Context: an optimization exercise on an open-source flow, tuned for small area and a short achievable clock period. The choices shown serve that exercise and are no tape-out recipe.
No run shown here included a check of the RTL's function; only the layout flow was run.

==> flow/design.v <==
`timescale 1ns / 1ps
module Pipeline_1(
input clk,rst,
input [7:0]a,b,c,d,
output [7:0]out
    );
  wire nd1 = ~d[0];
  wire nd2 = ~d[1];
  wire nd3 = ~d[2];
  wire nd4 = ~d[3];
  wire nd5 = ~d[4];
  wire nd6 = ~d[5];
  wire nd7 = ~d[6];
  wire nd8 = ~d[7];
  wire g9 = a[0] & b[0];
  wire g10 = a[1] & b[1];
  wire g11 = a[2] & b[2];
  wire g12 = a[3] & b[3];
  wire g13 = a[4] & b[4];
  wire g14 = a[5] & b[5];
  wire g15 = a[6] & b[6];
  wire g16 = a[7] & b[7];
  wire x17 = a[0] ^ b[0];
  wire x18 = a[1] ^ b[1];
  wire x19 = a[2] ^ b[2];
  wire x20 = a[3] ^ b[3];
  wire x21 = a[4] ^ b[4];
  wire x22 = a[5] ^ b[5];
  wire x23 = a[6] ^ b[6];
  wire x24 = a[7] ^ b[7];
  wire G25 = g10 | (x18 & g9);
  wire P26 = x18 & x17;
  wire G27 = g12 | (x20 & g11);
  wire P28 = x20 & x19;
  wire G29 = g11 | (x19 & G25);
  wire P30 = x19 & P26;
  wire G31 = G27 | (P28 & G25);
  wire P32 = P28 & P26;
  wire G33 = g14 | (x22 & g13);
  wire P34 = x22 & x21;
  wire G35 = g16 | (x24 & g15);
  wire P36 = x24 & x23;
  wire G37 = g15 | (x23 & G33);
  wire P38 = x23 & P34;
  wire G39 = G35 | (P36 & G33);
  wire P40 = P36 & P34;
  wire G41 = g13 | (x21 & G31);
  wire P42 = x21 & P32;
  wire G43 = G33 | (P34 & G31);
  wire P44 = P34 & P32;
  wire G45 = G37 | (P38 & G31);
  wire P46 = P38 & P32;
  wire G47 = G39 | (P40 & G31);
  wire P48 = P40 & P32;
  wire s49 = x18 ^ g9;
  wire s50 = x19 ^ G25;
  wire s51 = x20 ^ G29;
  wire s52 = x21 ^ G31;
  wire s53 = x22 ^ G41;
  wire s54 = x23 ^ G43;
  wire s55 = x24 ^ G45;
  wire g56 = c[0] & nd1;
  wire g57 = c[1] & nd2;
  wire g58 = c[2] & nd3;
  wire g59 = c[3] & nd4;
  wire g60 = c[4] & nd5;
  wire g61 = c[5] & nd6;
  wire g62 = c[6] & nd7;
  wire g63 = c[7] & nd8;
  wire x64 = c[0] ^ nd1;
  wire x65 = c[1] ^ nd2;
  wire x66 = c[2] ^ nd3;
  wire x67 = c[3] ^ nd4;
  wire x68 = c[4] ^ nd5;
  wire x69 = c[5] ^ nd6;
  wire x70 = c[6] ^ nd7;
  wire x71 = c[7] ^ nd8;
  wire g72 = c[0] | nd1;
  wire G73 = g57 | (x65 & g72);
  wire P74 = x65 & x64;
  wire G75 = g59 | (x67 & g58);
  wire P76 = x67 & x66;
  wire G77 = g58 | (x66 & G73);
  wire P78 = x66 & P74;
  wire G79 = G75 | (P76 & G73);
  wire P80 = P76 & P74;
  wire G81 = g61 | (x69 & g60);
  wire P82 = x69 & x68;
  wire G83 = g63 | (x71 & g62);
  wire P84 = x71 & x70;
  wire G85 = g62 | (x70 & G81);
  wire P86 = x70 & P82;
  wire G87 = G83 | (P84 & G81);
  wire P88 = P84 & P82;
  wire G89 = g60 | (x68 & G79);
  wire P90 = x68 & P80;
  wire G91 = G81 | (P82 & G79);
  wire P92 = P82 & P80;
  wire G93 = G85 | (P86 & G79);
  wire P94 = P86 & P80;
  wire G95 = G87 | (P88 & G79);
  wire P96 = P88 & P80;
  wire s97 = ~x64;
  wire s98 = x65 ^ g72;
  wire s99 = x66 ^ G73;
  wire s100 = x67 ^ G77;
  wire s101 = x68 ^ G79;
  wire s102 = x69 ^ G89;
  wire s103 = x70 ^ G91;
  wire s104 = x71 ^ G93;
  reg [7:0] R1_s, R1_t, R1_d;
  reg R1_v;
  always @(posedge clk) begin
    R1_s <= {s55, s54, s53, s52, s51, s50, s49, x17};
    R1_t <= {s104, s103, s102, s101, s100, s99, s98, s97};
    R1_d <= d;
    R1_v <= ~rst & (|d);
  end
  wire pp105 = R1_s[0] & R1_t[0];
  wire pp106 = R1_s[1] & R1_t[0];
  wire pp107 = R1_s[2] & R1_t[0];
  wire pp108 = R1_s[3] & R1_t[0];
  wire pp109 = R1_s[4] & R1_t[0];
  wire pp110 = R1_s[5] & R1_t[0];
  wire pp111 = R1_s[6] & R1_t[0];
  wire pp112 = R1_s[7] & R1_t[0];
  wire pp113 = R1_s[0] & R1_t[1];
  wire pp114 = R1_s[1] & R1_t[1];
  wire pp115 = R1_s[2] & R1_t[1];
  wire pp116 = R1_s[3] & R1_t[1];
  wire pp117 = R1_s[4] & R1_t[1];
  wire pp118 = R1_s[5] & R1_t[1];
  wire pp119 = R1_s[6] & R1_t[1];
  wire pp120 = R1_s[7] & R1_t[1];
  wire pp121 = R1_s[0] & R1_t[2];
  wire pp122 = R1_s[1] & R1_t[2];
  wire pp123 = R1_s[2] & R1_t[2];
  wire pp124 = R1_s[3] & R1_t[2];
  wire pp125 = R1_s[4] & R1_t[2];
  wire pp126 = R1_s[5] & R1_t[2];
  wire pp127 = R1_s[6] & R1_t[2];
  wire pp128 = R1_s[7] & R1_t[2];
  wire pp129 = R1_s[0] & R1_t[3];
  wire pp130 = R1_s[1] & R1_t[3];
  wire pp131 = R1_s[2] & R1_t[3];
  wire pp132 = R1_s[3] & R1_t[3];
  wire pp133 = R1_s[4] & R1_t[3];
  wire pp134 = R1_s[5] & R1_t[3];
  wire pp135 = R1_s[6] & R1_t[3];
  wire pp136 = R1_s[7] & R1_t[3];
  wire pp137 = R1_s[0] & R1_t[4];
  wire pp138 = R1_s[1] & R1_t[4];
  wire pp139 = R1_s[2] & R1_t[4];
  wire pp140 = R1_s[3] & R1_t[4];
  wire pp141 = R1_s[4] & R1_t[4];
  wire pp142 = R1_s[5] & R1_t[4];
  wire pp143 = R1_s[6] & R1_t[4];
  wire pp144 = R1_s[7] & R1_t[4];
  wire pp145 = R1_s[0] & R1_t[5];
  wire pp146 = R1_s[1] & R1_t[5];
  wire pp147 = R1_s[2] & R1_t[5];
  wire pp148 = R1_s[3] & R1_t[5];
  wire pp149 = R1_s[4] & R1_t[5];
  wire pp150 = R1_s[5] & R1_t[5];
  wire pp151 = R1_s[6] & R1_t[5];
  wire pp152 = R1_s[7] & R1_t[5];
  wire pp153 = R1_s[0] & R1_t[6];
  wire pp154 = R1_s[1] & R1_t[6];
  wire pp155 = R1_s[2] & R1_t[6];
  wire pp156 = R1_s[3] & R1_t[6];
  wire pp157 = R1_s[4] & R1_t[6];
  wire pp158 = R1_s[5] & R1_t[6];
  wire pp159 = R1_s[6] & R1_t[6];
  wire pp160 = R1_s[7] & R1_t[6];
  wire pp161 = R1_s[0] & R1_t[7];
  wire pp162 = R1_s[1] & R1_t[7];
  wire pp163 = R1_s[2] & R1_t[7];
  wire pp164 = R1_s[3] & R1_t[7];
  wire pp165 = R1_s[4] & R1_t[7];
  wire pp166 = R1_s[5] & R1_t[7];
  wire pp167 = R1_s[6] & R1_t[7];
  wire pp168 = R1_s[7] & R1_t[7];
  wire s169 = pp111 ^ pp118;
  wire c170 = pp111 & pp118;
  wire s171 = pp112 ^ pp119 ^ pp126;
  wire c172 = (pp112 & pp119) | (pp126 & (pp112 ^ pp119));
  wire s173 = pp133 ^ pp140;
  wire c174 = pp133 & pp140;
  wire s175 = pp120 ^ pp127 ^ pp134;
  wire c176 = (pp120 & pp127) | (pp134 & (pp120 ^ pp127));
  wire s177 = pp141 ^ pp148;
  wire c178 = pp141 & pp148;
  wire s179 = pp128 ^ pp135 ^ pp142;
  wire c180 = (pp128 & pp135) | (pp142 & (pp128 ^ pp135));
  wire s181 = pp109 ^ pp116;
  wire c182 = pp109 & pp116;
  wire s183 = pp110 ^ pp117 ^ pp124;
  wire c184 = (pp110 & pp117) | (pp124 & (pp110 ^ pp117));
  wire s185 = pp131 ^ pp138;
  wire c186 = pp131 & pp138;
  wire s187 = pp125 ^ pp132 ^ pp139;
  wire c188 = (pp125 & pp132) | (pp139 & (pp125 ^ pp132));
  wire s189 = pp146 ^ pp153 ^ s169;
  wire c190 = (pp146 & pp153) | (s169 & (pp146 ^ pp153));
  wire s191 = pp147 ^ pp154 ^ pp161;
  wire c192 = (pp147 & pp154) | (pp161 & (pp147 ^ pp154));
  wire s193 = c170 ^ s171 ^ s173;
  wire c194 = (c170 & s171) | (s173 & (c170 ^ s171));
  wire s195 = pp155 ^ pp162 ^ c172;
  wire c196 = (pp155 & pp162) | (c172 & (pp155 ^ pp162));
  wire s197 = c174 ^ s175 ^ s177;
  wire c198 = (c174 & s175) | (s177 & (c174 ^ s175));
  wire s199 = pp149 ^ pp156 ^ pp163;
  wire c200 = (pp149 & pp156) | (pp163 & (pp149 ^ pp156));
  wire s201 = c176 ^ c178 ^ s179;
  wire c202 = (c176 & c178) | (s179 & (c176 ^ c178));
  wire s203 = pp136 ^ pp143 ^ pp150;
  wire c204 = (pp136 & pp143) | (pp150 & (pp136 ^ pp143));
  wire s205 = pp157 ^ pp164 ^ c180;
  wire c206 = (pp157 & pp164) | (c180 & (pp157 ^ pp164));
  wire s207 = pp144 ^ pp151 ^ pp158;
  wire c208 = (pp144 & pp151) | (pp158 & (pp144 ^ pp151));
  wire s209 = pp108 ^ pp115;
  wire c210 = pp108 & pp115;
  wire s211 = pp123 ^ pp130 ^ pp137;
  wire c212 = (pp123 & pp130) | (pp137 & (pp123 ^ pp130));
  wire s213 = pp145 ^ c182 ^ s183;
  wire c214 = (pp145 & c182) | (s183 & (pp145 ^ c182));
  wire s215 = c184 ^ c186 ^ s187;
  wire c216 = (c184 & c186) | (s187 & (c184 ^ c186));
  wire s217 = c188 ^ c190 ^ s191;
  wire c218 = (c188 & c190) | (s191 & (c188 ^ c190));
  wire s219 = c192 ^ c194 ^ s195;
  wire c220 = (c192 & c194) | (s195 & (c192 ^ c194));
  wire s221 = c196 ^ c198 ^ s199;
  wire c222 = (c196 & c198) | (s199 & (c196 ^ c198));
  wire s223 = c200 ^ c202 ^ s203;
  wire c224 = (c200 & c202) | (s203 & (c200 ^ c202));
  wire s225 = pp165 ^ c204 ^ c206;
  wire c226 = (pp165 & c204) | (c206 & (pp165 ^ c204));
  wire s227 = pp152 ^ pp159 ^ pp166;
  wire c228 = (pp152 & pp159) | (pp166 & (pp152 ^ pp159));
  wire s229 = pp107 ^ pp114;
  wire c230 = pp107 & pp114;
  wire s231 = pp122 ^ pp129 ^ s209;
  wire c232 = (pp122 & pp129) | (s209 & (pp122 ^ pp129));
  wire s233 = s181 ^ c210 ^ s211;
  wire c234 = (s181 & c210) | (s211 & (s181 ^ c210));
  wire s235 = s185 ^ c212 ^ s213;
  wire c236 = (s185 & c212) | (s213 & (s185 ^ c212));
  wire s237 = s189 ^ c214 ^ s215;
  wire c238 = (s189 & c214) | (s215 & (s189 ^ c214));
  wire s239 = s193 ^ c216 ^ s217;
  wire c240 = (s193 & c216) | (s217 & (s193 ^ c216));
  wire s241 = s197 ^ c218 ^ s219;
  wire c242 = (s197 & c218) | (s219 & (s197 ^ c218));
  wire s243 = s201 ^ c220 ^ s221;
  wire c244 = (s201 & c220) | (s221 & (s201 ^ c220));
  wire s245 = s205 ^ c222 ^ s223;
  wire c246 = (s205 & c222) | (s223 & (s205 ^ c222));
  wire s247 = s207 ^ c224 ^ s225;
  wire c248 = (s207 & c224) | (s225 & (s207 ^ c224));
  wire s249 = c208 ^ c226 ^ s227;
  wire c250 = (c208 & c226) | (s227 & (c208 ^ c226));
  wire s251 = pp160 ^ pp167 ^ c228;
  wire c252 = (pp160 & pp167) | (c228 & (pp160 ^ pp167));
  wire g253 = pp106 & pp113;
  wire g254 = pp121 & s229;
  wire g255 = c230 & s231;
  wire g256 = c232 & s233;
  wire g257 = c234 & s235;
  wire g258 = c236 & s237;
  wire g259 = c238 & s239;
  wire g260 = c240 & s241;
  wire g261 = c242 & s243;
  wire g262 = c244 & s245;
  wire g263 = c246 & s247;
  wire g264 = c248 & s249;
  wire g265 = c250 & s251;
  wire g266 = pp168 & c252;
  wire x267 = pp106 ^ pp113;
  wire x268 = pp121 ^ s229;
  wire x269 = c230 ^ s231;
  wire x270 = c232 ^ s233;
  wire x271 = c234 ^ s235;
  wire x272 = c236 ^ s237;
  wire x273 = c238 ^ s239;
  wire x274 = c240 ^ s241;
  wire x275 = c242 ^ s243;
  wire x276 = c244 ^ s245;
  wire x277 = c246 ^ s247;
  wire x278 = c248 ^ s249;
  wire x279 = c250 ^ s251;
  wire x280 = pp168 ^ c252;
  wire G281 = g253 | (x267 & 1'b0);
  wire P282 = x267 & pp105;
  wire G283 = g255 | (x269 & g254);
  wire P284 = x269 & x268;
  wire G285 = g254 | (x268 & G281);
  wire P286 = x268 & P282;
  wire G287 = G283 | (P284 & G281);
  wire P288 = P284 & P282;
  wire G289 = g257 | (x271 & g256);
  wire P290 = x271 & x270;
  wire G291 = g259 | (x273 & g258);
  wire P292 = x273 & x272;
  wire G293 = g258 | (x272 & G289);
  wire P294 = x272 & P290;
  wire G295 = G291 | (P292 & G289);
  wire P296 = P292 & P290;
  wire G297 = g256 | (x270 & G287);
  wire P298 = x270 & P288;
  wire G299 = G289 | (P290 & G287);
  wire P300 = P290 & P288;
  wire G301 = G293 | (P294 & G287);
  wire P302 = P294 & P288;
  wire G303 = G295 | (P296 & G287);
  wire P304 = P296 & P288;
  wire G305 = g261 | (x275 & g260);
  wire P306 = x275 & x274;
  wire G307 = g263 | (x277 & g262);
  wire P308 = x277 & x276;
  wire G309 = g262 | (x276 & G305);
  wire P310 = x276 & P306;
  wire G311 = G307 | (P308 & G305);
  wire P312 = P308 & P306;
  wire G313 = g265 | (x279 & g264);
  wire P314 = x279 & x278;
  wire G315 = 1'b0 | (1'b0 & g266);
  wire P316 = 1'b0 & x280;
  wire G317 = g266 | (x280 & G313);
  wire P318 = x280 & P314;
  wire G319 = G315 | (P316 & G313);
  wire P320 = P316 & P314;
  wire G321 = g264 | (x278 & G311);
  wire P322 = x278 & P312;
  wire G323 = G313 | (P314 & G311);
  wire P324 = P314 & P312;
  wire G325 = G317 | (P318 & G311);
  wire P326 = P318 & P312;
  wire G327 = G319 | (P320 & G311);
  wire P328 = P320 & P312;
  wire G329 = g260 | (x274 & G303);
  wire P330 = x274 & P304;
  wire G331 = G305 | (P306 & G303);
  wire P332 = P306 & P304;
  wire G333 = G309 | (P310 & G303);
  wire P334 = P310 & P304;
  wire G335 = G311 | (P312 & G303);
  wire P336 = P312 & P304;
  wire G337 = G321 | (P322 & G303);
  wire P338 = P322 & P304;
  wire G339 = G323 | (P324 & G303);
  wire P340 = P324 & P304;
  wire G341 = G325 | (P326 & G303);
  wire P342 = P326 & P304;
  wire G343 = G327 | (P328 & G303);
  wire P344 = P328 & P304;
  wire ps345 = x267 ^ 1'b0;
  wire ps346 = x268 ^ G281;
  wire ps347 = x269 ^ G285;
  wire ps348 = x270 ^ G287;
  wire ps349 = x271 ^ G297;
  wire ps350 = x272 ^ G299;
  wire ps351 = x273 ^ G301;
  wire ps352 = x274 ^ G303;
  wire ps353 = x275 ^ G329;
  wire ps354 = x276 ^ G331;
  wire ps355 = x277 ^ G333;
  wire ps356 = x278 ^ G335;
  wire ps357 = x279 ^ G337;
  wire ps358 = x280 ^ G339;
  wire ps359 = 1'b0 ^ G341;
  wire hz360 = ~(R1_d[1] | R1_d[2] | R1_d[3] | R1_d[4] | R1_d[5] | R1_d[6] | R1_d[7]);
  wire b361 = ~ps359 & R1_d[0];
  wire ge362 = ~b361 & hz360;
  wire r363 = ps359 ^ (ge362 & R1_d[0]);
  wire hz364 = ~(R1_d[2] | R1_d[3] | R1_d[4] | R1_d[5] | R1_d[6] | R1_d[7]);
  wire b365 = ~ps358 & R1_d[0];
  wire b366 = (r363 ^ R1_d[1]) ? ~r363 : b365;
  wire ge367 = ~b366 & hz364;
  wire r368 = ps358 ^ (ge367 & R1_d[0]);
  wire r369 = r363 ^ (ge367 & (R1_d[1] ^ b365));
  wire hz370 = ~(R1_d[3] | R1_d[4] | R1_d[5] | R1_d[6] | R1_d[7]);
  wire b371 = ~ps357 & R1_d[0];
  wire b372 = (r368 ^ R1_d[1]) ? ~r368 : b371;
  wire b373 = (r369 ^ R1_d[2]) ? ~r369 : b372;
  wire ge374 = ~b373 & hz370;
  wire r375 = ps357 ^ (ge374 & R1_d[0]);
  wire r376 = r368 ^ (ge374 & (R1_d[1] ^ b371));
  wire r377 = r369 ^ (ge374 & (R1_d[2] ^ b372));
  wire hz378 = ~(R1_d[4] | R1_d[5] | R1_d[6] | R1_d[7]);
  wire b379 = ~ps356 & R1_d[0];
  wire b380 = (r375 ^ R1_d[1]) ? ~r375 : b379;
  wire b381 = (r376 ^ R1_d[2]) ? ~r376 : b380;
  wire b382 = (r377 ^ R1_d[3]) ? ~r377 : b381;
  wire ge383 = ~b382 & hz378;
  wire r384 = ps356 ^ (ge383 & R1_d[0]);
  wire r385 = r375 ^ (ge383 & (R1_d[1] ^ b379));
  wire r386 = r376 ^ (ge383 & (R1_d[2] ^ b380));
  wire r387 = r377 ^ (ge383 & (R1_d[3] ^ b381));
  wire hz388 = ~(R1_d[5] | R1_d[6] | R1_d[7]);
  wire b389 = ~ps355 & R1_d[0];
  wire b390 = (r384 ^ R1_d[1]) ? ~r384 : b389;
  wire b391 = (r385 ^ R1_d[2]) ? ~r385 : b390;
  wire b392 = (r386 ^ R1_d[3]) ? ~r386 : b391;
  wire b393 = (r387 ^ R1_d[4]) ? ~r387 : b392;
  wire ge394 = ~b393 & hz388;
  wire r395 = ps355 ^ (ge394 & R1_d[0]);
  wire r396 = r384 ^ (ge394 & (R1_d[1] ^ b389));
  wire r397 = r385 ^ (ge394 & (R1_d[2] ^ b390));
  wire r398 = r386 ^ (ge394 & (R1_d[3] ^ b391));
  wire r399 = r387 ^ (ge394 & (R1_d[4] ^ b392));
  wire hz400 = ~(R1_d[6] | R1_d[7]);
  wire b401 = ~ps354 & R1_d[0];
  wire b402 = (r395 ^ R1_d[1]) ? ~r395 : b401;
  wire b403 = (r396 ^ R1_d[2]) ? ~r396 : b402;
  wire b404 = (r397 ^ R1_d[3]) ? ~r397 : b403;
  wire b405 = (r398 ^ R1_d[4]) ? ~r398 : b404;
  wire b406 = (r399 ^ R1_d[5]) ? ~r399 : b405;
  wire ge407 = ~b406 & hz400;
  wire r408 = ps354 ^ (ge407 & R1_d[0]);
  wire r409 = r395 ^ (ge407 & (R1_d[1] ^ b401));
  wire r410 = r396 ^ (ge407 & (R1_d[2] ^ b402));
  wire r411 = r397 ^ (ge407 & (R1_d[3] ^ b403));
  wire r412 = r398 ^ (ge407 & (R1_d[4] ^ b404));
  wire r413 = r399 ^ (ge407 & (R1_d[5] ^ b405));
  wire hz414 = ~(R1_d[7]);
  wire b415 = ~ps353 & R1_d[0];
  wire b416 = (r408 ^ R1_d[1]) ? ~r408 : b415;
  wire b417 = (r409 ^ R1_d[2]) ? ~r409 : b416;
  wire b418 = (r410 ^ R1_d[3]) ? ~r410 : b417;
  wire b419 = (r411 ^ R1_d[4]) ? ~r411 : b418;
  wire b420 = (r412 ^ R1_d[5]) ? ~r412 : b419;
  wire b421 = (r413 ^ R1_d[6]) ? ~r413 : b420;
  wire ge422 = ~b421 & hz414;
  wire r423 = ps353 ^ (ge422 & R1_d[0]);
  wire r424 = r408 ^ (ge422 & (R1_d[1] ^ b415));
  wire r425 = r409 ^ (ge422 & (R1_d[2] ^ b416));
  wire r426 = r410 ^ (ge422 & (R1_d[3] ^ b417));
  wire r427 = r411 ^ (ge422 & (R1_d[4] ^ b418));
  wire r428 = r412 ^ (ge422 & (R1_d[5] ^ b419));
  wire r429 = r413 ^ (ge422 & (R1_d[6] ^ b420));
  reg [8:0] R2_p;
  reg [6:0] R2_r;
  reg [7:0] R2_d;
  reg R2_v;
  always @(posedge clk) begin
    R2_p <= {ps352, ps351, ps350, ps349, ps348, ps347, ps346, ps345, pp105};
    R2_r <= {r429, r428, r427, r426, r425, r424, r423};
    R2_d <= {R1_d[7], R1_d[6], R1_d[5], R1_d[4], R1_d[3], R1_d[2], R1_d[1], R1_d[0]};
    R2_v <= ~rst & R1_v;
  end
  wire b430 = ~R2_p[8] & R2_d[0];
  wire b431 = (R2_r[0] ^ R2_d[1]) ? ~R2_r[0] : b430;
  wire b432 = (R2_r[1] ^ R2_d[2]) ? ~R2_r[1] : b431;
  wire b433 = (R2_r[2] ^ R2_d[3]) ? ~R2_r[2] : b432;
  wire b434 = (R2_r[3] ^ R2_d[4]) ? ~R2_r[3] : b433;
  wire b435 = (R2_r[4] ^ R2_d[5]) ? ~R2_r[4] : b434;
  wire b436 = (R2_r[5] ^ R2_d[6]) ? ~R2_r[5] : b435;
  wire b437 = (R2_r[6] ^ R2_d[7]) ? ~R2_r[6] : b436;
  wire ge438 = ~b437;
  wire r439 = R2_p[8] ^ (ge438 & R2_d[0]);
  wire r440 = R2_r[0] ^ (ge438 & (R2_d[1] ^ b430));
  wire r441 = R2_r[1] ^ (ge438 & (R2_d[2] ^ b431));
  wire r442 = R2_r[2] ^ (ge438 & (R2_d[3] ^ b432));
  wire r443 = R2_r[3] ^ (ge438 & (R2_d[4] ^ b433));
  wire r444 = R2_r[4] ^ (ge438 & (R2_d[5] ^ b434));
  wire r445 = R2_r[5] ^ (ge438 & (R2_d[6] ^ b435));
  wire r446 = R2_r[6] ^ (ge438 & (R2_d[7] ^ b436));
  wire b447 = ~R2_p[7] & R2_d[0];
  wire b448 = (r439 ^ R2_d[1]) ? ~r439 : b447;
  wire b449 = (r440 ^ R2_d[2]) ? ~r440 : b448;
  wire b450 = (r441 ^ R2_d[3]) ? ~r441 : b449;
  wire b451 = (r442 ^ R2_d[4]) ? ~r442 : b450;
  wire b452 = (r443 ^ R2_d[5]) ? ~r443 : b451;
  wire b453 = (r444 ^ R2_d[6]) ? ~r444 : b452;
  wire b454 = (r445 ^ R2_d[7]) ? ~r445 : b453;
  wire ge455 = r446 | ~b454;
  wire r456 = R2_p[7] ^ (ge455 & R2_d[0]);
  wire r457 = r439 ^ (ge455 & (R2_d[1] ^ b447));
  wire r458 = r440 ^ (ge455 & (R2_d[2] ^ b448));
  wire r459 = r441 ^ (ge455 & (R2_d[3] ^ b449));
  wire r460 = r442 ^ (ge455 & (R2_d[4] ^ b450));
  wire r461 = r443 ^ (ge455 & (R2_d[5] ^ b451));
  wire r462 = r444 ^ (ge455 & (R2_d[6] ^ b452));
  wire r463 = r445 ^ (ge455 & (R2_d[7] ^ b453));
  wire b464 = ~R2_p[6] & R2_d[0];
  wire b465 = (r456 ^ R2_d[1]) ? ~r456 : b464;
  wire b466 = (r457 ^ R2_d[2]) ? ~r457 : b465;
  wire b467 = (r458 ^ R2_d[3]) ? ~r458 : b466;
  wire b468 = (r459 ^ R2_d[4]) ? ~r459 : b467;
  wire b469 = (r460 ^ R2_d[5]) ? ~r460 : b468;
  wire b470 = (r461 ^ R2_d[6]) ? ~r461 : b469;
  wire b471 = (r462 ^ R2_d[7]) ? ~r462 : b470;
  wire ge472 = r463 | ~b471;
  wire r473 = R2_p[6] ^ (ge472 & R2_d[0]);
  wire r474 = r456 ^ (ge472 & (R2_d[1] ^ b464));
  wire r475 = r457 ^ (ge472 & (R2_d[2] ^ b465));
  wire r476 = r458 ^ (ge472 & (R2_d[3] ^ b466));
  wire r477 = r459 ^ (ge472 & (R2_d[4] ^ b467));
  wire r478 = r460 ^ (ge472 & (R2_d[5] ^ b468));
  wire r479 = r461 ^ (ge472 & (R2_d[6] ^ b469));
  wire r480 = r462 ^ (ge472 & (R2_d[7] ^ b470));
  wire b481 = ~R2_p[5] & R2_d[0];
  wire b482 = (r473 ^ R2_d[1]) ? ~r473 : b481;
  wire b483 = (r474 ^ R2_d[2]) ? ~r474 : b482;
  wire b484 = (r475 ^ R2_d[3]) ? ~r475 : b483;
  wire b485 = (r476 ^ R2_d[4]) ? ~r476 : b484;
  wire b486 = (r477 ^ R2_d[5]) ? ~r477 : b485;
  wire b487 = (r478 ^ R2_d[6]) ? ~r478 : b486;
  wire b488 = (r479 ^ R2_d[7]) ? ~r479 : b487;
  wire ge489 = r480 | ~b488;
  wire r490 = R2_p[5] ^ (ge489 & R2_d[0]);
  wire r491 = r473 ^ (ge489 & (R2_d[1] ^ b481));
  wire r492 = r474 ^ (ge489 & (R2_d[2] ^ b482));
  wire r493 = r475 ^ (ge489 & (R2_d[3] ^ b483));
  wire r494 = r476 ^ (ge489 & (R2_d[4] ^ b484));
  wire r495 = r477 ^ (ge489 & (R2_d[5] ^ b485));
  wire r496 = r478 ^ (ge489 & (R2_d[6] ^ b486));
  wire r497 = r479 ^ (ge489 & (R2_d[7] ^ b487));
  wire b498 = ~R2_p[4] & R2_d[0];
  wire b499 = (r490 ^ R2_d[1]) ? ~r490 : b498;
  wire b500 = (r491 ^ R2_d[2]) ? ~r491 : b499;
  wire b501 = (r492 ^ R2_d[3]) ? ~r492 : b500;
  wire b502 = (r493 ^ R2_d[4]) ? ~r493 : b501;
  wire b503 = (r494 ^ R2_d[5]) ? ~r494 : b502;
  wire b504 = (r495 ^ R2_d[6]) ? ~r495 : b503;
  wire b505 = (r496 ^ R2_d[7]) ? ~r496 : b504;
  wire ge506 = r497 | ~b505;
  wire r507 = R2_p[4] ^ (ge506 & R2_d[0]);
  wire r508 = r490 ^ (ge506 & (R2_d[1] ^ b498));
  wire r509 = r491 ^ (ge506 & (R2_d[2] ^ b499));
  wire r510 = r492 ^ (ge506 & (R2_d[3] ^ b500));
  wire r511 = r493 ^ (ge506 & (R2_d[4] ^ b501));
  wire r512 = r494 ^ (ge506 & (R2_d[5] ^ b502));
  wire r513 = r495 ^ (ge506 & (R2_d[6] ^ b503));
  wire r514 = r496 ^ (ge506 & (R2_d[7] ^ b504));
  wire b515 = ~R2_p[3] & R2_d[0];
  wire b516 = (r507 ^ R2_d[1]) ? ~r507 : b515;
  wire b517 = (r508 ^ R2_d[2]) ? ~r508 : b516;
  wire b518 = (r509 ^ R2_d[3]) ? ~r509 : b517;
  wire b519 = (r510 ^ R2_d[4]) ? ~r510 : b518;
  wire b520 = (r511 ^ R2_d[5]) ? ~r511 : b519;
  wire b521 = (r512 ^ R2_d[6]) ? ~r512 : b520;
  wire b522 = (r513 ^ R2_d[7]) ? ~r513 : b521;
  wire ge523 = r514 | ~b522;
  wire r524 = R2_p[3] ^ (ge523 & R2_d[0]);
  wire r525 = r507 ^ (ge523 & (R2_d[1] ^ b515));
  wire r526 = r508 ^ (ge523 & (R2_d[2] ^ b516));
  wire r527 = r509 ^ (ge523 & (R2_d[3] ^ b517));
  wire r528 = r510 ^ (ge523 & (R2_d[4] ^ b518));
  wire r529 = r511 ^ (ge523 & (R2_d[5] ^ b519));
  wire r530 = r512 ^ (ge523 & (R2_d[6] ^ b520));
  wire r531 = r513 ^ (ge523 & (R2_d[7] ^ b521));
  wire b532 = ~R2_p[2] & R2_d[0];
  wire b533 = (r524 ^ R2_d[1]) ? ~r524 : b532;
  wire b534 = (r525 ^ R2_d[2]) ? ~r525 : b533;
  wire b535 = (r526 ^ R2_d[3]) ? ~r526 : b534;
  wire b536 = (r527 ^ R2_d[4]) ? ~r527 : b535;
  wire b537 = (r528 ^ R2_d[5]) ? ~r528 : b536;
  wire b538 = (r529 ^ R2_d[6]) ? ~r529 : b537;
  wire b539 = (r530 ^ R2_d[7]) ? ~r530 : b538;
  wire ge540 = r531 | ~b539;
  wire r541 = R2_p[2] ^ (ge540 & R2_d[0]);
  wire r542 = r524 ^ (ge540 & (R2_d[1] ^ b532));
  wire r543 = r525 ^ (ge540 & (R2_d[2] ^ b533));
  wire r544 = r526 ^ (ge540 & (R2_d[3] ^ b534));
  wire r545 = r527 ^ (ge540 & (R2_d[4] ^ b535));
  wire r546 = r528 ^ (ge540 & (R2_d[5] ^ b536));
  wire r547 = r529 ^ (ge540 & (R2_d[6] ^ b537));
  wire r548 = r530 ^ (ge540 & (R2_d[7] ^ b538));
  reg [1:0] R3_p;
  reg [7:0] R3_r;
  reg [5:0] R3_q;
  reg [7:0] R3_d;
  reg R3_v;
  always @(posedge clk) begin
    R3_p <= {R2_p[1], R2_p[0]};
    R3_r <= {r548, r547, r546, r545, r544, r543, r542, r541};
    R3_q <= {ge455, ge472, ge489, ge506, ge523, ge540};
    R3_d <= {R2_d[7], R2_d[6], R2_d[5], R2_d[4], R2_d[3], R2_d[2], R2_d[1], R2_d[0]};
    R3_v <= ~rst & R2_v;
  end
  wire [7:0] seg3_out;
  Pipeline_1_seg3 u_seg3 (
    .p({R3_p[1], R3_p[0]}),
    .r({R3_r[7], R3_r[6], R3_r[5], R3_r[4], R3_r[3], R3_r[2], R3_r[1], R3_r[0]}),
    .q({R3_q[5], R3_q[4], R3_q[3], R3_q[2], R3_q[1], R3_q[0]}),
    .d({R3_d[7], R3_d[6], R3_d[5], R3_d[4], R3_d[3], R3_d[2], R3_d[1], R3_d[0]}),
    .v({R3_v}),
    .o_out(seg3_out)
  );
  assign out = {seg3_out[7], seg3_out[6], seg3_out[5], seg3_out[4], seg3_out[3], seg3_out[2], seg3_out[1], seg3_out[0]};
endmodule
module Pipeline_1_seg3(
  input [1:0] p,
  input [7:0] r,
  input [5:0] q,
  input [7:0] d,
  input [0:0] v,
  output [7:0] o_out
);
  wire b1 = ~p[1] & d[0];
  wire b2 = (r[0] ^ d[1]) ? ~r[0] : b1;
  wire b3 = (r[1] ^ d[2]) ? ~r[1] : b2;
  wire b4 = (r[2] ^ d[3]) ? ~r[2] : b3;
  wire b5 = (r[3] ^ d[4]) ? ~r[3] : b4;
  wire b6 = (r[4] ^ d[5]) ? ~r[4] : b5;
  wire b7 = (r[5] ^ d[6]) ? ~r[5] : b6;
  wire b8 = (r[6] ^ d[7]) ? ~r[6] : b7;
  wire ge9 = r[7] | ~b8;
  wire r10 = p[1] ^ (ge9 & d[0]);
  wire r11 = r[0] ^ (ge9 & (d[1] ^ b1));
  wire r12 = r[1] ^ (ge9 & (d[2] ^ b2));
  wire r13 = r[2] ^ (ge9 & (d[3] ^ b3));
  wire r14 = r[3] ^ (ge9 & (d[4] ^ b4));
  wire r15 = r[4] ^ (ge9 & (d[5] ^ b5));
  wire r16 = r[5] ^ (ge9 & (d[6] ^ b6));
  wire r17 = r[6] ^ (ge9 & (d[7] ^ b7));
  wire b18 = ~p[0] & d[0];
  wire b19 = (r10 ^ d[1]) ? ~r10 : b18;
  wire b20 = (r11 ^ d[2]) ? ~r11 : b19;
  wire b21 = (r12 ^ d[3]) ? ~r12 : b20;
  wire b22 = (r13 ^ d[4]) ? ~r13 : b21;
  wire b23 = (r14 ^ d[5]) ? ~r14 : b22;
  wire b24 = (r15 ^ d[6]) ? ~r15 : b23;
  wire b25 = (r16 ^ d[7]) ? ~r16 : b24;
  wire ge26 = r17 | ~b25;
  wire r27 = p[0] ^ (ge26 & d[0]);
  wire r28 = r10 ^ (ge26 & (d[1] ^ b18));
  wire r29 = r11 ^ (ge26 & (d[2] ^ b19));
  wire r30 = r12 ^ (ge26 & (d[3] ^ b20));
  wire r31 = r13 ^ (ge26 & (d[4] ^ b21));
  wire r32 = r14 ^ (ge26 & (d[5] ^ b22));
  wire r33 = r15 ^ (ge26 & (d[6] ^ b23));
  wire r34 = r16 ^ (ge26 & (d[7] ^ b24));
  wire o35 = ge26 & v[0];
  wire o36 = ge9 & v[0];
  wire o37 = q[0] & v[0];
  wire o38 = q[1] & v[0];
  wire o39 = q[2] & v[0];
  wire o40 = q[3] & v[0];
  wire o41 = q[4] & v[0];
  wire o42 = q[5] & v[0];
  assign o_out = {o42, o41, o40, o39, o38, o37, o36, o35};
endmodule
==> flow/flow/run.sh <==
#!/bin/bash
# Own flow: the standard layout (standard.sh, unchanged synthesis, floorplan,
# power grid, placement, CTS and routing), except that the port buffers that
# global placement inserts are plain sky130_fd_sc_hd__buf_2 cells instead of the
# default delay-cell buffers. make's full output goes to standard.log here; ORFS
# also keeps each step's own log under orfs/logs/.
set -euo pipefail
export BUFFER_PORTS_ARGS="-buffer_cell sky130_fd_sc_hd__buf_2"
export SETUP_SLACK_MARGIN=25
bash standard.sh > standard.log 2>&1
==> flow/standard.sh <==
#!/bin/bash
# synth_recipe.tcl (not shown) runs the flow's synth.tcl, then flattens the netlist and writes it again
# the make line also repeats each setting of config.mk as NAME=value (left out here)
make -C /OpenROAD-flow-scripts/flow DESIGN_CONFIG=/design/flow/config.mk WORK_HOME=/design/flow/orfs CLKGATE_MAP_FILE= SYNTH_SCRIPT=/design/flow/synth_recipe.tcl "${@:-finish}"
==> flow/config.mk <==
export PLATFORM = sky130hd
export DESIGN_NAME = Pipeline_1
export DESIGN_NICKNAME = Pipeline_1
export VERILOG_FILES = /design/flow/design.v
export SDC_FILE = /design/flow/constraint.sdc
export NUM_CORES = 4
export LEC_CHECK = 0
export ABC_AREA = 1
export CAP_MARGIN = 20
export CORE_MARGIN = 2
export CORE_UTILIZATION = 60
export CTS_BUF_LIST = sky130_fd_sc_hd__clkbuf_8
export SLEW_MARGIN = 20
export SYNTH_HIERARCHICAL = 1
export SYNTH_MINIMUM_KEEP_SIZE = 0
==> flow/constraint.sdc <==
create_clock -name core_clock -period 36.0 [get_ports {clk}]
set_input_delay 7.2000 -clock core_clock [delete_from_list [all_inputs] [get_ports {clk}]]
set_output_delay 7.2000 -clock core_clock [all_outputs]
set_load 0.01 [all_outputs]
==> flow_summary.json, run 1 <==
{
  "status": "no timing/DRC/antenna violations",
  "synth_flop_cell": "dfxtp_1",
  "cp_common_cell": "nand2_1",
  "grt.overflow.total": 0,
  "hold_buffers": 0,
  "ioPinCount": 42,
  "crit_path_start_kind": "flop",
  "rows": 43,
  "critPathTopFamily": "simple AND/OR/NAND/NOR gates",
  "finalSetupViolations": 0,
  "stdcell_count": 1451,
  "cts_made_buffers": 9,
  "area_growth_pct": 5.89,
  "h-tree-depth": 3,
  "clock_sink_count": 75,
  "ys_ff_latch": 75,
  "grt_pass1_wl_um": 27700,
  "max_clock_freq_mhz": 101,
  "holdWs_ps": 331,
  "vias": 6974,
  "slowest_delay_ps": 500,
  "synth.distinct_cells": 44,
  "hold_depth": 0,
  "syn_nets": 1368,
  "grt_use_total_pct": 22.7,
  "worstPathArrival_ps": 10190,
  "drc_errors": 0,
  "cp_max_fo": 8,
  "async_flop_share_pct": 0,
  "synth_edf_count": 0,
  "hold_path_class": "flop to flop",
  "core_area_mm2": 0.0138,
  "ff2ff_path_depth": 75,
  "synth_common_cells": "nand2_1 (366), inv_1 (241), nand3_1 (111)",
  "hold_violations": 0,
  "clkTransAtPathRegs_ps": 80,
  "drtIter0Drc": 278,
  "min_period_over_period_pct": 27.6,
  "fill_cells": 1352,
  "root_buffer": "clkbuf_8",
  "routed_wl_um": 15700,
  "cts_tree": "built",
  "post_synth_main_area_contributors": "dfxtp_1 (18%), nand2_1 (16%), inv_1 (11%), fa_1 (10%), xor2_1 (8.1%)",
  "dr.pass1.iters": 4,
  "netlist_area_mm2": 0.00842,
  "dieArea_mm2": 0.0150,
  "critPathSlowestCell": "fa_1",
  "placed_cells": 1431,
  "diodes": 0,
  "post-synth-top-area-cell": "dfxtp_1",
  "viasPerCell": 4.81,
  "antenna_found_initial": 0,
  "start_util_pct": 61.1,
  "die_h_um": 122,
  "gp_congestion": 0.830,
  "tightest_slew_ps": 679,
  "critPathRequiredTime_ps": 36260,
  "final_area_mm2": 0.00891,
  "clk_path_buf_depth": 2,
  "nNetsFinal": 1377,
  "max-slew-margin-rel_pct": 54.7,
  "die_w_um": 122,
  "rsz0062_at_grt": "no",
  "drive_above_1_share_pct": 15.1,
  "post_dp_cell_area_mm2": 0.00856,
  "post-dp-hpwl_um": 13100,
  "synthCells": 1257,
  "worstSetupPathType": "flop to flop",
  "seq_area_frac_synth_pct": 17.8,
  "min_period_ps": 9930,
  "finClkSkew_ps": 11.1,
  "grt_pass1_vias": 6446,
  "synth.most_common_cell": "nand2_1",
  "clk_latency_ps": 380,
  "maxSlewViolCount": 0,
  "grt_max_degree": 23,
  "wire_per_inst_um": 10.8,
  "maxCapViolations": 0,
  "yosys.area.top_type_share_pct": 17.8,
  "critPathCaptureType": "flop",
  "yosysWarnings": 7,
  "synth_area_per_cell_um2": 6.69,
  "setup-tns-final_ps": 0,
  "cp.depth": 75,
  "ant_nets": 0,
  "cp.buffers_inverters": 7,
  "port_buffers": 41
}
-- logic make-up (layout without fill, tap and decap cells) --
family                   Yosys count  count (layout)  synth area share (%)
AND/OR/NAND/NOR                  617             617                  34.2
buffers and inverters            309             322                  15.1
XOR/XNOR                         110             110                  12.6
adder cells (fa/ha/maj)           78              78                  15.5
flip-flops                        75              75                  17.8
AO/OA/AOI/OAI                     67              68                  4.61
multiplexers                       1               1                 0.119
-- layout by cell type, fill, tap and decap left out, types with 3 or more instances in the layout --
master / synthesis / final
a21oi_1: 19 / 15
a21oi_2: 4 / 8
buf_2: 9 / 41
buf_4: 14 / 3
clkbuf_8: 0 / 10
clkinv_1: 5 / 5
clkinvlp_4: 0 / 3
dfxtp_1: 75 / 66
dfxtp_2: 0 / 6
dfxtp_4: 0 / 3
fa_1: 44 / 44
ha_1: 33 / 31
inv_1: 241 / 242
inv_2: 15 / 15
nand2_1: 366 / 364
nand2_2: 33 / 35
nand2_4: 7 / 7
nand3_1: 111 / 110
nand3_2: 36 / 37
nand3b_1: 4 / 4
nand4_1: 8 / 8
nor2_1: 41 / 41
o21ai_0: 22 / 22
o21ai_1: 9 / 5
o21ai_2: 1 / 5
or2_1: 5 / 5
or2_2: 4 / 4
xnor2_1: 23 / 23
xnor3_1: 5 / 5
xor2_1: 78 / 75
xor2_2: 3 / 6
-- modules after synthesis (local to each module, per instance) --
| module | times used | area [um2] | flops+latches | cells |
|---|---|---|---|---|
| Pipeline_1_seg3 | 1 | 708 | 0 | 141 |
| Pipeline_1 | 1 | 7710 | 75 | 1116 |
-- per-stage QoR --
step / utilization [%] / worst slack (ps)
after global placement: 62.1 / 26060
after CTS: 63.6 / 25750
final: 64.7 / 26070
after detailed placement: 62.1 / 25800
after floorplan: - / 26710
after global routing: 64.7 / 24960
-- cell type report --
type / count / area (um2) / area share, %
Multi-Input combinational cell: 874 / 5750 / 64.5
Sequential cell: 75 / 1520 / 17.1
Inverter: 262 / 986 / 11.1
Timing Repair Buffer: 44 / 228 / 2.56
Tap cell: 180 / 225 / 2.53
Clock buffer: 10 / 138 / 1.54
Clock inverter: 6 / 65.1 / 0.730
-- layer usage --
metal | up-vias | part of all wire, % | global-route usage [%]
li1 | 3791 | - | -
met1 | 3114 | 47 | 28.5
met2 | 56 | 49 | 40.6
met3 | 13 | 1.8 | 3.21
met4 | 0 | 1.2 | 5.96
met5 | - | 0 | 0
-- worst reg2reg max path, delay by kind of cell (launching register included) --
kind | cells | cell delay, ps
DFF | 1 | 370
xor gates and xnor gates | 3 | 440
AOI/OAI and AO/OA | 17 | 2550
adders and majority gates | 6 | 2470
and+or+nand+nor | 42 | 3500
buffers and inverters | 7 | 430
-- final timing paths --
path,startpoint,endpoint,slack [ps]
worst max-delay path,R1_s[7],R2_r[4],26070
worst min-delay path,R2_p[1],R3_p[1],330
worst max register to register,R1_s[7],R2_r[4],26070
worst min register to register,R2_p[1],R3_p[1],330
-- sequential cells by signal (all words and copies together), names as in the netlist, 6 cells and up --
name / flops
R2_p: 9
R3_r: 8
R2_r: 7
R1_s: 8
R3_q: 6
R2_d: 8
R1_t: 8
R3_d: 8
R1_d: 8
-- repair_timing --
item,CTS,global route
setup endpoints to repair,0,7
setup buffers,0,3
resized for setup,0,30
==> run 2, diff against run 1 <==
--- a/flow/design.v
+++ b/flow/design.v
@@ -570,78 +570,51 @@
   wire r546 = r528 ^ (ge540 & (R2_d[5] ^ b536));
   wire r547 = r529 ^ (ge540 & (R2_d[6] ^ b537));
   wire r548 = r530 ^ (ge540 & (R2_d[7] ^ b538));
-  reg [1:0] R3_p;
+  wire b549 = ~R2_p[1] & R2_d[0];
+  wire b550 = (r541 ^ R2_d[1]) ? ~r541 : b549;
+  wire b551 = (r542 ^ R2_d[2]) ? ~r542 : b550;
+  wire b552 = (r543 ^ R2_d[3]) ? ~r543 : b551;
+  wire b553 = (r544 ^ R2_d[4]) ? ~r544 : b552;
+  wire b554 = (r545 ^ R2_d[5]) ? ~r545 : b553;
+  wire b555 = (r546 ^ R2_d[6]) ? ~r546 : b554;
+  wire b556 = (r547 ^ R2_d[7]) ? ~r547 : b555;
+  wire ge557 = r548 | ~b556;
+  wire r558 = R2_p[1] ^ (ge557 & R2_d[0]);
+  wire r559 = r541 ^ (ge557 & (R2_d[1] ^ b549));
+  wire r560 = r542 ^ (ge557 & (R2_d[2] ^ b550));
+  wire r561 = r543 ^ (ge557 & (R2_d[3] ^ b551));
+  wire r562 = r544 ^ (ge557 & (R2_d[4] ^ b552));
+  wire r563 = r545 ^ (ge557 & (R2_d[5] ^ b553));
+  wire r564 = r546 ^ (ge557 & (R2_d[6] ^ b554));
+  wire r565 = r547 ^ (ge557 & (R2_d[7] ^ b555));
+  reg [0:0] R3_p;
   reg [7:0] R3_r;
-  reg [5:0] R3_q;
+  reg [6:0] R3_q;
   reg [7:0] R3_d;
   reg R3_v;
   always @(posedge clk) begin
-    R3_p <= {R2_p[1], R2_p[0]};
-    R3_r <= {r548, r547, r546, r545, r544, r543, r542, r541};
-    R3_q <= {ge455, ge472, ge489, ge506, ge523, ge540};
+    R3_p <= {R2_p[0]};
+    R3_r <= {r565, r564, r563, r562, r561, r560, r559, r558};
+    R3_q <= {ge455, ge472, ge489, ge506, ge523, ge540, ge557};
     R3_d <= {R2_d[7], R2_d[6], R2_d[5], R2_d[4], R2_d[3], R2_d[2], R2_d[1], R2_d[0]};
     R3_v <= ~rst & R2_v;
   end
-  wire [7:0] seg3_out;
-  Pipeline_1_seg3 u_seg3 (
-    .p({R3_p[1], R3_p[0]}),
-    .r({R3_r[7], R3_r[6], R3_r[5], R3_r[4], R3_r[3], R3_r[2], R3_r[1], R3_r[0]}),
-    .q({R3_q[5], R3_q[4], R3_q[3], R3_q[2], R3_q[1], R3_q[0]}),
-    .d({R3_d[7], R3_d[6], R3_d[5], R3_d[4], R3_d[3], R3_d[2], R3_d[1], R3_d[0]}),
-    .v({R3_v}),
-    .o_out(seg3_out)
-  );
-  assign out = {seg3_out[7], seg3_out[6], seg3_out[5], seg3_out[4], seg3_out[3], seg3_out[2], seg3_out[1], seg3_out[0]};
-endmodule
-module Pipeline_1_seg3(
-  input [1:0] p,
-  input [7:0] r,
-  input [5:0] q,
-  input [7:0] d,
-  input [0:0] v,
-  output [7:0] o_out
-);
-  wire b1 = ~p[1] & d[0];
-  wire b2 = (r[0] ^ d[1]) ? ~r[0] : b1;
-  wire b3 = (r[1] ^ d[2]) ? ~r[1] : b2;
-  wire b4 = (r[2] ^ d[3]) ? ~r[2] : b3;
-  wire b5 = (r[3] ^ d[4]) ? ~r[3] : b4;
-  wire b6 = (r[4] ^ d[5]) ? ~r[4] : b5;
-  wire b7 = (r[5] ^ d[6]) ? ~r[5] : b6;
-  wire b8 = (r[6] ^ d[7]) ? ~r[6] : b7;
-  wire ge9 = r[7] | ~b8;
-  wire r10 = p[1] ^ (ge9 & d[0]);
-  wire r11 = r[0] ^ (ge9 & (d[1] ^ b1));
-  wire r12 = r[1] ^ (ge9 & (d[2] ^ b2));
-  wire r13 = r[2] ^ (ge9 & (d[3] ^ b3));
-  wire r14 = r[3] ^ (ge9 & (d[4] ^ b4));
-  wire r15 = r[4] ^ (ge9 & (d[5] ^ b5));
-  wire r16 = r[5] ^ (ge9 & (d[6] ^ b6));
-  wire r17 = r[6] ^ (ge9 & (d[7] ^ b7));
-  wire b18 = ~p[0] & d[0];
-  wire b19 = (r10 ^ d[1]) ? ~r10 : b18;
-  wire b20 = (r11 ^ d[2]) ? ~r11 : b19;
-  wire b21 = (r12 ^ d[3]) ? ~r12 : b20;
-  wire b22 = (r13 ^ d[4]) ? ~r13 : b21;
-  wire b23 = (r14 ^ d[5]) ? ~r14 : b22;
-  wire b24 = (r15 ^ d[6]) ? ~r15 : b23;
-  wire b25 = (r16 ^ d[7]) ? ~r16 : b24;
-  wire ge26 = r17 | ~b25;
-  wire r27 = p[0] ^ (ge26 & d[0]);
-  wire r28 = r10 ^ (ge26 & (d[1] ^ b18));
-  wire r29 = r11 ^ (ge26 & (d[2] ^ b19));
-  wire r30 = r12 ^ (ge26 & (d[3] ^ b20));
-  wire r31 = r13 ^ (ge26 & (d[4] ^ b21));
-  wire r32 = r14 ^ (ge26 & (d[5] ^ b22));
-  wire r33 = r15 ^ (ge26 & (d[6] ^ b23));
-  wire r34 = r16 ^ (ge26 & (d[7] ^ b24));
-  wire o35 = ge26 & v[0];
-  wire o36 = ge9 & v[0];
-  wire o37 = q[0] & v[0];
-  wire o38 = q[1] & v[0];
-  wire o39 = q[2] & v[0];
-  wire o40 = q[3] & v[0];
-  wire o41 = q[4] & v[0];
-  wire o42 = q[5] & v[0];
-  assign o_out = {o42, o41, o40, o39, o38, o37, o36, o35};
+  wire b566 = ~R3_p[0] & R3_d[0];
+  wire b567 = (R3_r[0] ^ R3_d[1]) ? ~R3_r[0] : b566;
+  wire b568 = (R3_r[1] ^ R3_d[2]) ? ~R3_r[1] : b567;
+  wire b569 = (R3_r[2] ^ R3_d[3]) ? ~R3_r[2] : b568;
+  wire b570 = (R3_r[3] ^ R3_d[4]) ? ~R3_r[3] : b569;
+  wire b571 = (R3_r[4] ^ R3_d[5]) ? ~R3_r[4] : b570;
+  wire b572 = (R3_r[5] ^ R3_d[6]) ? ~R3_r[5] : b571;
+  wire b573 = (R3_r[6] ^ R3_d[7]) ? ~R3_r[6] : b572;
+  wire ge574 = R3_r[7] | ~b573;
+  wire r575 = R3_p[0] ^ (ge574 & R3_d[0]);
+  wire r576 = R3_r[0] ^ (ge574 & (R3_d[1] ^ b566));
+  wire r577 = R3_r[1] ^ (ge574 & (R3_d[2] ^ b567));
+  wire r578 = R3_r[2] ^ (ge574 & (R3_d[3] ^ b568));
+  wire r579 = R3_r[3] ^ (ge574 & (R3_d[4] ^ b569));
+  wire r580 = R3_r[4] ^ (ge574 & (R3_d[5] ^ b570));
+  wire r581 = R3_r[5] ^ (ge574 & (R3_d[6] ^ b571));
+  wire r582 = R3_r[6] ^ (ge574 & (R3_d[7] ^ b572));
+  assign out = {R3_q[6], R3_q[5], R3_q[4], R3_q[3], R3_q[2], R3_q[1], R3_q[0], ge574} & {8{R3_v}};
 endmodule
--- a/flow/config.mk
+++ b/flow/config.mk
@@ -11,5 +11,3 @@
 export CORE_UTILIZATION = 60
 export CTS_BUF_LIST = sky130_fd_sc_hd__clkbuf_8
 export SLEW_MARGIN = 20
-export SYNTH_HIERARCHICAL = 1
-export SYNTH_MINIMUM_KEEP_SIZE = 0
==> run 2 against run 1 <==
Net effect:
- still clean
- clock skew increased by 1.6 ps
- core utilization increased by 2.4 points
- maximum frequency decreased by 6.5%
- sequential share of layout area decreased by 0.39 points
- design area increased by 3.4%
- critical path depth decreased by 4
- via count about the same
- clock-buffer cell count unchanged
- synthesized cell count decreased by 5.4%
- critical path type unchanged
- critical endpoint is now R2_r[0]
- largest cell class unchanged
==> flow_summary.json, run 2 <==
{
  "status": "no timing/DRC/antenna violations",
  "stdcell_count": 1410,
  "critPathSlowestCell": "fa_1",
  "start_util_pct": 60.8,
  "drive_above_1_share_pct": 22.8,
  "wire_per_inst_um": 11.5,
  "synth_edf_count": 0,
  "finalSetupViolations": 0,
  "ioPinCount": 42,
  "crit_path_start_kind": "flop",
  "netlist_area_mm2": 0.00835,
  "fill_cells": 1267,
  "max-slew-margin-rel_pct": 60.1,
  "synth.most_common_cell": "nand2_1",
  "root_buffer": "clkbuf_8",
  "ys_ff_latch": 75,
  "ff2ff_path_depth": 71,
  "grt_pass1_vias": 6712,
  "gp_congestion": 0.835,
  "synth_area_per_cell_um2": 7.02,
  "cp_max_fo": 6,
  "cts_made_buffers": 9,
  "final_area_mm2": 0.00921,
  "setup_slack_ps": 25380,
  "vias": 6980,
  "dr.pass1.iters": 5,
  "final_common_cell": "nand2_1",
  "worstSetupPathType": "flop to flop",
  "grt_pass1_wl_um": 28400,
  "grt_max_degree": 28,
  "worstPathArrival_ps": 10890,
  "port_buffers": 41,
  "ant_nets": 0,
  "critPathTopFamily": "adder cells",
  "pre_cts_ws_ps": 24870,
  "synth_flop_cell": "dfxtp_1",
  "clkTransAtPathRegs_ps": 90,
  "synth_common_cells": "nand2_1 (320), inv_1 (230), nand3_1 (99)",
  "max_clock_freq_mhz": 94.1,
  "hold_buffers": 0,
  "tightest_slew_ps": 598,
  "critPathRequiredTime_ps": 36270,
  "hold_depth": 0,
  "hold_path_class": "flop to flop",
  "antenna_found_initial": 0,
  "largest_register": "R2_p",
  "min_period_over_period_pct": 29.5,
  "drtIter0Drc": 242,
  "drc_errors": 0,
  "clk_latency_ps": 380,
  "post_synth_main_area_contributors": "dfxtp_1 (18%), nand2_1 (14%), fa_1 (11%), inv_1 (10%), xor2_1 (8.1%)",
  "post-synth-top-area-cell": "dfxtp_1",
  "setup-tns-final_ps": 0,
  "cts_tree": "built",
  "min_period_ps": 10620,
  "yosys.area.top_type_share_pct": 18.0,
  "h-tree-depth": 3,
  "slowest_delay_ps": 540,
  "post_dp_cell_area_mm2": 0.00856,
  "synth.distinct_cells": 46,
  "worst_hold_path.endpoint": "R3_p",
  "critPathCaptureType": "flop",
  "finClkSkew_ps": 12.7,
  "nNetsFinal": 1336,
  "maxSlewViolCount": 0,
  "area_growth_pct": 10.4,
  "cp_common_cell": "nand2_2",
  "synthCells": 1189,
  "hold_violations": 0,
  "regToRegSetupSlack_ps": 25380,
  "final_util_pct": 67.1,
  "seq_area_frac_synth_pct": 18.0,
  "maxCapViolations": 0,
  "grt.overflow.total": 0,
  "cp.buffers_inverters": 5,
  "viasPerCell": 4.95,
  "final_cell_mix": "nand2_1 (295), inv_1 (226), nand3_1 (96)",
  "clk_path_buf_depth": 2,
  "syn_nets": 1300,
  "clock_sink_count": 75,
  "post-dp-hpwl_um": 12900,
  "core_area_mm2": 0.0137,
  "worstHoldStart": "R2_p[0]",
  "placed_cells": 1375,
  "rsz0062_at_grt": "yes",
  "r2r_start": "R1_s[5]",
  "r2r-end": "R2_r[0]",
  "async_flop_share_pct": 0,
  "routed_wl_um": 16200,
  "rows": 43,
  "largest_reg_flops": 9,
  "die_w_um": 122,
  "grt_use_total_pct": 23.4,
  "dieArea_mm2": 0.0149,
  "die_h_um": 122,
  "yosysWarnings": 1,
  "diodes": 0
}
-- run 2: changes by cell type after synthesis, sizes merged, moves of 3 or more --
cell,previous run,this run
inv,257,236
nand3,147,134
nand2,406,396
nor2,41,31
buf,28,20
o21ai,32,24
or2,9,2
xnor2,24,29
clkinv,5,1
a21oi,23,26
maj3,1,4
nand4,8,5
o221ai,0,3
-- run 2: kinds of logic (layout without fill, tap and decap cells) --
| family | count (synthesis) | after routing | synth area share (%) |
|---|---|---|---|
| xor gates and xnor gates | 113 | 113 | 13.7 |
| AOI/OAI and AO/OA | 69 | 69 | 4.72 |
| DFF | 75 | 75 | 18.0 |
| and+or+nand+nor | 575 | 575 | 34.0 |
| adders and majority gates | 81 | 81 | 16.0 |
| buffers and inverters | 276 | 317 | 13.6 |
-- run 2: through the flow --
step / hold WS [ps]
after CTS: 334
after floorplan: 310
after detailed placement: 313
after global routing: 337
after global placement: 311
final: 333
-- run 2: worst max path at each step --
stage / depth (start not counted) / start / slack (ps) / end
after floorplan: 70 / R1_s[6] / 25890 / R2_r[0]
after global placement: 71 / R1_s[5] / 25260 / R2_r[0]
after detailed placement: 71 / R1_s[4] / 24870 / R2_r[4]
after CTS: 71 / R1_s[5] / 25030 / R2_r[4]
after global routing: 71 / R1_s[5] / 24710 / R2_r[0]
final: 71 / R1_s[5] / 25380 / R2_r[0]
-- run 2: final cells by class --
class	count	area [um2]	area share [%]
clock buffers	10	138	1.49
well taps	180	225	2.45
clock inverters	6	63.8	0.693
multi-input cells	838	5970	64.9
flip-flops and latches	75	1540	16.7
inverters	237	896	9.73
repair buffers	64	378	4.10
-- run 2: per-layer routing --
| metal | up-vias | global-route usage [%] | part of all wire, % |
|---|---|---|---|
| met5 | - | 0 | 0 |
| met4 | 0 | 6.47 | 2.3 |
| met3 | 33 | 3.84 | 3.3 |
| met2 | 108 | 43.4 | 52 |
| met1 | 3180 | 27.8 | 43 |
| li1 | 3659 | - | - |
-- run 2: what timing repair did --
| item | 4_1_cts | 5_1_grt |
|---|---|---|
| pin swaps | 0 | 37 |
| hold endpoints to repair | 0 | 0 |
| gates resized for setup | 6 | 88 |
| setup buffers | 0 | 19 |
| setup endpoints to repair | 6 | 16 |

==> afterwards: timing with drivers on the ports <==
Ports are ideal in the flow. The routed layouts listed here were re-timed in OpenROAD.
Step 1 assumes that a clkbuf_16 drives the clock port and a buf_2 every other input.
Step 2 adds t to the input delays and takes it off the output delays; t is the mean of the earliest and latest rising clock arrival at the registers after step 1. Input paths then give back, and output paths get back, about the clock's delay inside the block.
a / b / c = no drivers / after step 1 / after step 2; a / b = the first two.
run	shift t [ns]	setup WS [ns]	hold slack, ns	slew at the worst register clock pin (ns)
run 1	0.412	26.071 / 26.071 / 26.071	0.331 / 0.331 / 0.331	0.08 / 0.08
run 2	0.417	25.376 / 25.376 / 25.376	0.333 / 0.333 / 0.333	0.09 / 0.09
After both steps every run listed still meets setup and hold.
